This design comes from an exercise in tuning for small area, a short achievable clock period and few clock cycles per item on the open sky130 flow, not from production work.
In this exercise RTL edits were held to simulation tests only and were not proved equivalent to the original.

$ cat flow/run.sh
#!/bin/bash
# synth_recipe.tcl (not shown) runs the flow's synth.tcl, then flattens the netlist and writes it again
# the make line also repeats each setting of config.mk as NAME=value (left out here)
make -C /OpenROAD-flow-scripts/flow DESIGN_CONFIG=/design/flow/config.mk WORK_HOME=/design/flow/orfs CLKGATE_MAP_FILE= SYNTH_SCRIPT=/design/flow/synth_recipe.tcl finish
$ cat flow/config.mk
export PLATFORM = sky130hd
export DESIGN_NAME = imgproc
export DESIGN_NICKNAME = imgproc
export VERILOG_FILES = /design/flow/design.v
export SDC_FILE = /design/flow/constraint.sdc
export NUM_CORES = 4
export LEC_CHECK = 0
export CAP_MARGIN = 20
export CORE_MARGIN = 2
export CORE_UTILIZATION = 40
export SLEW_MARGIN = 20
$ cat flow/constraint.sdc
create_clock -name core_clock -period 12.5 [get_ports {clk}]
set_input_delay 2.5000 -clock core_clock [delete_from_list [all_inputs] [get_ports {clk}]]
set_output_delay 2.5000 -clock core_clock [all_outputs]
set_load 0.01 [all_outputs]
$ cat flow/design.v
module imgproc ( clk,rst,orig_data,orig_ready,request,orig_addr,imgproc_ready,imgproc_addr,imgproc_data,finish);
input   	    clk;
input   	    rst;
output  [13:0] 	orig_addr; 
output reg        	request;
input   	    orig_ready;
input   [7:0] 	orig_data;
output  [13:0] 	imgproc_addr;
output reg 	    imgproc_ready;
output  [7:0] 	imgproc_data;
output reg 	    finish;
parameter GAUSS_00 = 23'h00001a;
parameter GAUSS_01 = 23'h0000d8;
parameter GAUSS_02 = 23'h0001b5;
parameter GAUSS_03 = 23'h0000d8;
parameter GAUSS_04 = 23'h00001a;
parameter GAUSS_05 = 23'h0000d8;
parameter GAUSS_06 = 23'h000707;
parameter GAUSS_07 = 23'h000e41;
parameter GAUSS_08 = 23'h000707;
parameter GAUSS_09 = 23'h0000d8;
parameter GAUSS_10 = 23'h0001b5;
parameter GAUSS_11 = 23'h000e41;
parameter GAUSS_12 = 23'h001ce8;
parameter GAUSS_13 = 23'h000e41;
parameter GAUSS_14 = 23'h0001b5;
parameter GAUSS_15 = 23'h0000d8;
parameter GAUSS_16 = 23'h000707;
parameter GAUSS_17 = 23'h000e41;
parameter GAUSS_18 = 23'h000707;
parameter GAUSS_19 = 23'h0000d8;
parameter GAUSS_20 = 23'h00001a;
parameter GAUSS_21 = 23'h0000d8;
parameter GAUSS_22 = 23'h0001b5;
parameter GAUSS_23 = 23'h0000d8;
parameter GAUSS_24 = 23'h00001a;
parameter IDLE = 2'd0;
parameter IN = 2'd1;
parameter COMPUTE = 2'd2;
parameter OUT = 2'd3;
reg next_request;  
reg next_imgproc_ready;  
reg next_finish;  
reg [1:0] state, next_state;
reg [13:0] prev_orig_addr,next_orig_addr;
reg [7:0] imgproc_data, next_imgproc_data;
reg [13:0] imgproc_addr, next_imgproc_addr;
reg [7:0] i,next_i;
reg [7:0] j,next_j;
reg [7:0] row,next_row;
reg [7:0] col,next_col;
reg [22:0] value;
reg [7:0] array [0:4][0:4];
reg [7:0] next_array [0:4][0:4];
reg [22:0] gauss [0:4][0:4];
integer k,l;
assign orig_addr=prev_orig_addr;
always@(*)begin
value=0;
next_imgproc_ready=0;
next_finish=0;
next_state=state;
next_request = 0;
next_orig_addr=prev_orig_addr;
next_imgproc_data=imgproc_data;
next_imgproc_addr=imgproc_addr;
next_row=row;
next_col=col;
next_array[0][0]=array[0][0];
next_array[0][1]=array[0][1];
next_array[0][2]=array[0][2];
next_array[0][3]=array[0][3];
next_array[0][4]=array[0][4];
next_array[1][0]=array[1][0];
next_array[1][1]=array[1][1];
next_array[1][2]=array[1][2];
next_array[1][3]=array[1][3];
next_array[1][4]=array[1][4];
next_array[2][0]=array[2][0];
next_array[2][1]=array[2][1];
next_array[2][2]=array[2][2];
next_array[2][3]=array[2][3];
next_array[2][4]=array[2][4];
next_array[3][0]=array[3][0];
next_array[3][1]=array[3][1];
next_array[3][2]=array[3][2];
next_array[3][3]=array[3][3];
next_array[3][4]=array[3][4];
next_array[4][0]=array[4][0];
next_array[4][1]=array[4][1];
next_array[4][2]=array[4][2];
next_array[4][3]=array[4][3];
next_array[4][4]=array[4][4];
next_i = i;
next_j = j;
  case(state) 
    IDLE:begin
      next_i=0;
      next_j=0;
      next_request = 1;
      next_state = IN;
      next_finish = 0;
      value=0;
      next_orig_addr=0;
    end
    IN:begin
      if(orig_ready) begin
        if(col>8'd1 && col<8'd126 && row>8'd1 && row<8'd126) begin
          next_request=1;
          if(col>1 && col<6) begin
            if(i==5) begin
              next_state=COMPUTE;
              next_request=0;
              next_i=0;
              next_j=0;
              if(col==5)
                next_orig_addr=prev_orig_addr-13'd635;
              else
                next_orig_addr=prev_orig_addr-13'd639;
            end
            else if(j==4) begin
              next_i=i+1;
              next_j=0;
              next_orig_addr=prev_orig_addr+124;
            end
            else begin
              next_j=j+1;
              next_i=i;
              next_orig_addr=prev_orig_addr+1;
            end
            next_array[i][j]=orig_data[7:0];
          end
          else begin
            if(i==0) begin
              next_array[0][0]=array[0][1];
              next_array[0][1]=array[0][2];
              next_array[0][2]=array[0][3];
              next_array[0][3]=array[0][4];
              next_array[1][0]=array[1][1];
              next_array[1][1]=array[1][2];
              next_array[1][2]=array[1][3];
              next_array[1][3]=array[1][4];
              next_array[2][0]=array[2][1];
              next_array[2][1]=array[2][2];
              next_array[2][2]=array[2][3];
              next_array[2][3]=array[2][4];
              next_array[3][0]=array[3][1];
              next_array[3][1]=array[3][2];
              next_array[3][2]=array[3][3];
              next_array[3][3]=array[3][4];
              next_array[4][0]=array[4][1];
              next_array[4][1]=array[4][2];
              next_array[4][2]=array[4][3];
              next_array[4][3]=array[4][4];
            end
            if(i==5) begin
              next_state=COMPUTE;
              next_request=0;
              next_i=0;
              next_j=0;
              next_orig_addr=prev_orig_addr-13'd639;
            end
            else begin
              next_i=i+1;
              next_j=j;
              next_orig_addr=prev_orig_addr+128;
            end
            next_array[i][4]=orig_data[7:0];
          end
        end
        else begin
          if(col == 1 && row > 1  && row < 126)
            next_orig_addr = prev_orig_addr - 257;
          else 
            next_orig_addr={row,col[6:0]};
          next_imgproc_data=0;
          next_request=0;
          next_state=COMPUTE;
        end
      end
    end
    COMPUTE:begin
      value=0;
      if(row[7]==1) begin
        next_state=IDLE;
        next_finish=1;
        next_row=0;
        next_col=0;
      end
      else begin
        if(col[6]==1&&col[5]==1&&col[4]==1&&col[3]==1&&col[2]==1&&col[1]==1&&col[0]==1) begin
          next_col=0;
          next_row=row+1;
        end
        else begin
          if(col>0 && col<6) begin
            next_i=0;
            next_j=0;
          end
          else begin
            next_i=0;
            next_j=4;
          end
          next_col=col+1;
          next_row = row;
        end
        if(col>1 && col<126 && row>1 && row<126) begin  
          value=array[0][0]*GAUSS_00+array[0][1]*GAUSS_01+array[0][2]*GAUSS_02+array[0][3]*GAUSS_03+array[0][4]*GAUSS_04;
          value=value+array[1][0]*GAUSS_05+array[1][1]*GAUSS_06+array[1][2]*GAUSS_07+array[1][3]*GAUSS_08+array[1][4]*GAUSS_09;
          value=value+array[2][0]*GAUSS_10+array[2][1]*GAUSS_11+array[2][2]*GAUSS_12+array[2][3]*GAUSS_13+array[2][4]*GAUSS_14;
          value=value+array[3][0]*GAUSS_15+array[3][1]*GAUSS_16+array[3][2]*GAUSS_17+array[3][3]*GAUSS_18+array[3][4]*GAUSS_19;
          value=value+array[4][0]*GAUSS_20+array[4][1]*GAUSS_21+array[4][2]*GAUSS_22+array[4][3]*GAUSS_23+array[4][4]*GAUSS_24;
          if(value[14])
            next_imgproc_data = value[22:15] + 1;
          else if(!value[14])
            next_imgproc_data = value[22:15];
        end
        next_imgproc_addr = {row,col[6:0]}-1;
        next_state = OUT;
        next_imgproc_ready = 1;
      end
    end
    OUT:begin
      if(row[7]==1) begin
        next_state=IDLE;
        next_finish=1;
        next_row=0;
        next_col=0;
      end
      next_state=IN;
      next_imgproc_ready=0;
      next_imgproc_addr=0;
      next_imgproc_data=0;
      next_request=1;
    end
  endcase
end
always@(posedge clk or posedge rst)
begin
  if(rst) begin
    state <= IDLE;
    request <= 1'b0;
    finish <= 1'b0;
    imgproc_ready <= 1'b0;
    imgproc_addr <= 14'd0;
    imgproc_data <= 8'd0;
    row <= 0;
    col <= 0;
  end
  else begin
    state <= next_state;
    request <= next_request;
    finish <= next_finish;
    prev_orig_addr <= next_orig_addr;
    imgproc_ready <= next_imgproc_ready;
    imgproc_addr <= next_imgproc_addr;
    imgproc_data <= next_imgproc_data;
    row <= next_row;
    col <= next_col;
    i <= next_i;
    j <= next_j;
    array[0][0]<=next_array[0][0];
    array[0][1]<=next_array[0][1];
    array[0][2]<=next_array[0][2];
    array[0][3]<=next_array[0][3];
    array[0][4]<=next_array[0][4];
    array[1][0]<=next_array[1][0];
    array[1][1]<=next_array[1][1];
    array[1][2]<=next_array[1][2];
    array[1][3]<=next_array[1][3];
    array[1][4]<=next_array[1][4];
    array[2][0]<=next_array[2][0];
    array[2][1]<=next_array[2][1];
    array[2][2]<=next_array[2][2];
    array[2][3]<=next_array[2][3];
    array[2][4]<=next_array[2][4];
    array[3][0]<=next_array[3][0];
    array[3][1]<=next_array[3][1];
    array[3][2]<=next_array[3][2];
    array[3][3]<=next_array[3][3];
    array[3][4]<=next_array[3][4];
    array[4][0]<=next_array[4][0];
    array[4][1]<=next_array[4][1];
    array[4][2]<=next_array[4][2];
    array[4][3]<=next_array[4][3];
    array[4][4]<=next_array[4][4];
  end
end
endmodule
==> qor.tcl <==
set qor(run_status) {no timing/DRC/antenna violations}
set qor(yosys.area.top_type) {fa_1}
set qor(setup_tns_ps) 0
set qor(cap_violations) 0
set qor(setup_ws_ps) 484
set qor(synth_cells) 4443
set qor(clk_root_buffer_cell) {clkbuf_16}
set qor(ys_ff_latch) 273
set qor(maximum_number_of_pins_on_one_net_before_global_route_repair) 44
set qor(critPathLaunch) {array[5][2]}
set qor(rows) 126
set qor(drc) 0
set qor(routabilityCongestion) 0.918
set qor(routed-via-count) 30632
set qor(multiInputGateArea_um2) 34200
set qor(fp.dieArea_um2) 121000
set qor(initial_utilization_pct) 40.1
set qor(yosysWarnings) 3
set qor(yosysTopAreaCellShare_pct) 32.9
set qor(detail_route.iter0.violations) 2056
set qor(synth-seq-area-share_pct) 16.9
set qor(synth_top_family_by_area) {adder cells}
set qor(critPathKind) {reg2reg}
set qor(clock-skew-final_ps) 31.1
set qor(insertion_delay_ps) 590
set qor(post-place-cells) 5979
set qor(worst_setup_hold_path_clk_slew_ps) 60
set qor(post_synth.cell_area_avg_um2) 10.6
set qor(setup.worst_path.end_class) {register}
set qor(timing.hold.ws_ps) 484
set qor(crit_path_max_fanout) 5
set qor(normalized_max_slew_margin_pct) 27.4
set qor(antennaDiodeCount) 0
set qor(slowest_stage_delay_cp_ps) 610
set qor(post_route_utilization_pct) 43.3
set qor(pin_count) 50
set qor(antenna_found_initial) 1
set qor(port_buffers) 49
set qor(timing.final.setup_violations) 0
set qor(first_pass_iters) 5
set qor(syn_to_final_growth_pct) 7.91
set qor(critPathMostFrequentCell) {fa_1}
set qor(synthFlopType) {edfxtp_1}
set qor(clock_tree.buffer_depth) 3
set qor(placement.setup.worst_slack_ps) 234
set qor(finalCritPeriodShare_pct) 96.1
set qor(finish.cell_count_without_fillers) 6057
set qor(drtAntennaViolNets) 0
set qor(synth_async_sr_flop_share_pct) 15.8
set qor(hpwlAfterDp_um) 109000
set qor(cpMaxStageDelayCell) {fa_1}
set qor(post_synth_instance_area_um2) 47200
set qor(grt_setup_unrepaired) {no}
set qor(cts_tree) {yes}
set qor(synth_cell_type_count) 83
set qor(floorplan_die_height_um) 348
set qor(final_layout_size_suffix_gt1_share_pct) 6.97
set qor(highest_count_cells_in_the_layout_ignoring_fill_and_taps) {inv_1 (1,266), ha_1 (815), fa_1 (777), edfxtp_1 (230), mux2_2 (160)}
set qor(clock_tree.htree_level_count) 2
set qor(crit_path_start_kind) {register}
set qor(fmaxAchievable_ghz) 0.0832
set qor(grt_pass1_wl_um) 197000
set qor(fp.dieW_um) 348
set qor(hold_violations) 0
set qor(grt_util_all_layers_pct) 21.7
set qor(timing.final.max_slew_violations) 0
set qor(seqCellArea_um2) 7980
set qor(worstRegToRegCells) 39
set qor(core_area_um2) 118000
set qor(timing.reg2reg.setup_slack_ps) 480
set qor(viasPerCell) 5.06
set qor(count_of_nets_after_finishing) 6096
set qor(globalRouteOverflowTotal) 0
set qor(number_of_cts_inserted_buffers) 37
set qor(synth-xor-area-share_pct) 3.37
set qor(post_synth_mux_area_share_pct) 3.92
set qor(area_share_of_fa_ha_maj_cells_after_synthesis_pct) 54.6
set qor(worstPathArrival_ps) 12490
set qor(worst_setup_path_endpoint) {imgproc_data[7]}
set qor(crit_required_ps) 12970
set qor(fillers) 11144
set qor(dominant_cells_by_area_after_synthesis) {fa_1 (33%), ha_1 (22%), edfxtp_1 (15%)}
set qor(worst_pin_slew_ps) 1080
set qor(worst_r2r_startpoint) {array[5][2]}
set qor(synth.net_count) 6046
set qor(routed_wl_um) 128000
set qor(tritoncts_num_sinks) 273
set qor(number_of_flops_mapped_to_enable_cells_by_yosys) 230
set qor(wl_per_cell_um) 21.2
set qor(grt_pass1_vias) 32154
set qor(layout_commonest_cell) {inv_1}
set qor(crit-reg2reg-capture) {imgproc_data[7]}
set qor(min_path_type) {reg2reg}
set qor(finalCriticalPeriod_ps) 12020
set qor(post_synth_and_or_nand_nor_area_fraction_pct) 4.61
set qor(synth_compound_gate_area_share_pct) 5.85
==> worst max-delay path, delay by kind of cell (launching register included) <==
| family | cells | cell delay, ps |
|---|---|---|
| AO/OA/AOI/OAI | 12 | 2540 |
| XOR/XNOR | 2 | 500 |
| adder cells (fa/ha/maj) | 16 | 7640 |
| buffers and inverters | 7 | 440 |
| flip-flops | 1 | 450 |
| AND/OR/NAND/NOR | 2 | 340 |
==> logic make-up (layout without fill, tap and decap cells) <==
family | count (synthesis) | count (layout)
AND/OR/NAND/NOR | 440 | 440
adder cells (fa/ha/maj) | 1593 | 1593
multiplexers | 165 | 165
buffers and inverters | 1348 | 1426
XOR/XNOR | 181 | 181
AO/OA/AOI/OAI | 443 | 443
flip-flops | 273 | 273
==> final cells by class <==
type,instances,share of cell area (%)
clock buffers,40,1.88
clock inverters,27,0.565
inverters,1268,9.34
multi-input cells,2822,67.2
flip-flops and latches,273,15.7
well taps,1536,3.77
repair buffers,91,1.57
==> layer usage <==
metal  vias up  global-route usage [%]  share of wire (%)
li1      14114                       -                  -
met2       689                    35.3                 47
met5         -                       0                  0
met3       118                    2.52                5.0
met4         0                    4.59                2.2
met1     15711                    31.0                 46
==> what timing repair did <==
item | 4_1_cts | 5_1_grt
setup endpoints to repair | 0 | 5
gates resized for setup | 0 | 15
hold buffers | 0 | 0
setup buffers | 0 | 11
==> metrics by stage <==
stage | cell area (um2)
detailed placement | 49600
finish | 51000
floorplan | 47200
global placement | 49600
global route | 51000
CTS | 50800
==> flip-flops by register name, indices dropped and copies added (netlist names) <==
register / flops
array: 200
request: 1
col: 8
imgproc_addr: 14
state: 2
finish: 1
imgproc_ready: 1
i: 8
prev_orig_addr: 14
imgproc_data: 8
j: 8
row: 8
==> worst min-delay path by stage <==
stage | from | to | slack (ps) | cells past startpoint
floorplan | col[7] | col[7] | 490 | 1
global placement | imgproc_addr[6] | imgproc_addr[6] | 470 | 1
detailed placement | imgproc_addr[8] | imgproc_addr[8] | 470 | 1
CTS | imgproc_addr[5] | imgproc_addr[5] | 490 | 2
global route | imgproc_addr[8] | imgproc_addr[8] | 510 | 1
finish | imgproc_addr[1] | imgproc_addr[1] | 480 | 2
==> Yosys cell counts, drive strengths merged, types with 6 or more instances <==
cell / number
inv: 1267
ha: 815
fa: 777
edfxtp: 230
a21oi: 176
mux2: 160
nor2: 117
xnor2: 116
nand2: 106
o21ai: 100
xor2: 65
clkbuf: 63
nor3: 56
nand3: 46
dfrtp: 43
a21o: 34
o21bai: 23
nor2b: 22
and3: 18
buf: 17
nand4: 17
a21boi: 13
o21a: 11
and2: 10
a211oi: 9
a31oi: 7
nor3b: 7
o211ai: 7
nand2b: 6
Testbench counts, summed over its fixed seeds: cycles 2,175,240, frames 16.

-- static timing again, ports no longer ideal --
Ports are ideal in the flow. The routed layout listed here was re-timed in OpenROAD. Step 1 (the two cells are an assumption about what drives the block):
set clk [get_ports {clk}]
set_driving_cell -lib_cell sky130_fd_sc_hd__clkbuf_16 $clk
set_driving_cell -lib_cell sky130_fd_sc_hd__buf_2 [delete_from_list [all_inputs] $clk]
Step 2 adds t to the input delays and takes it off the output delays; t is the mean of the earliest and latest rising clock arrival at the registers after step 1. Input paths then give back, and output paths get back, about the clock's delay inside the block. a / b / c = ideal ports / drivers / drivers and shift; a / b = the first two.
t (ns): 0.649
setup WS [ns]: 0.484 / 0.484 / 0.484
hold slack, ns: 0.484 / 0.484 / 0.484
worst register clock-pin slew, ns: 0.07 / 0.07
pins driven straight from the clock port: 1
After both steps this run still meets setup and hold. The setup slack of this run moves by 0.000 ns with the drivers and by 0.000 ns with both steps.
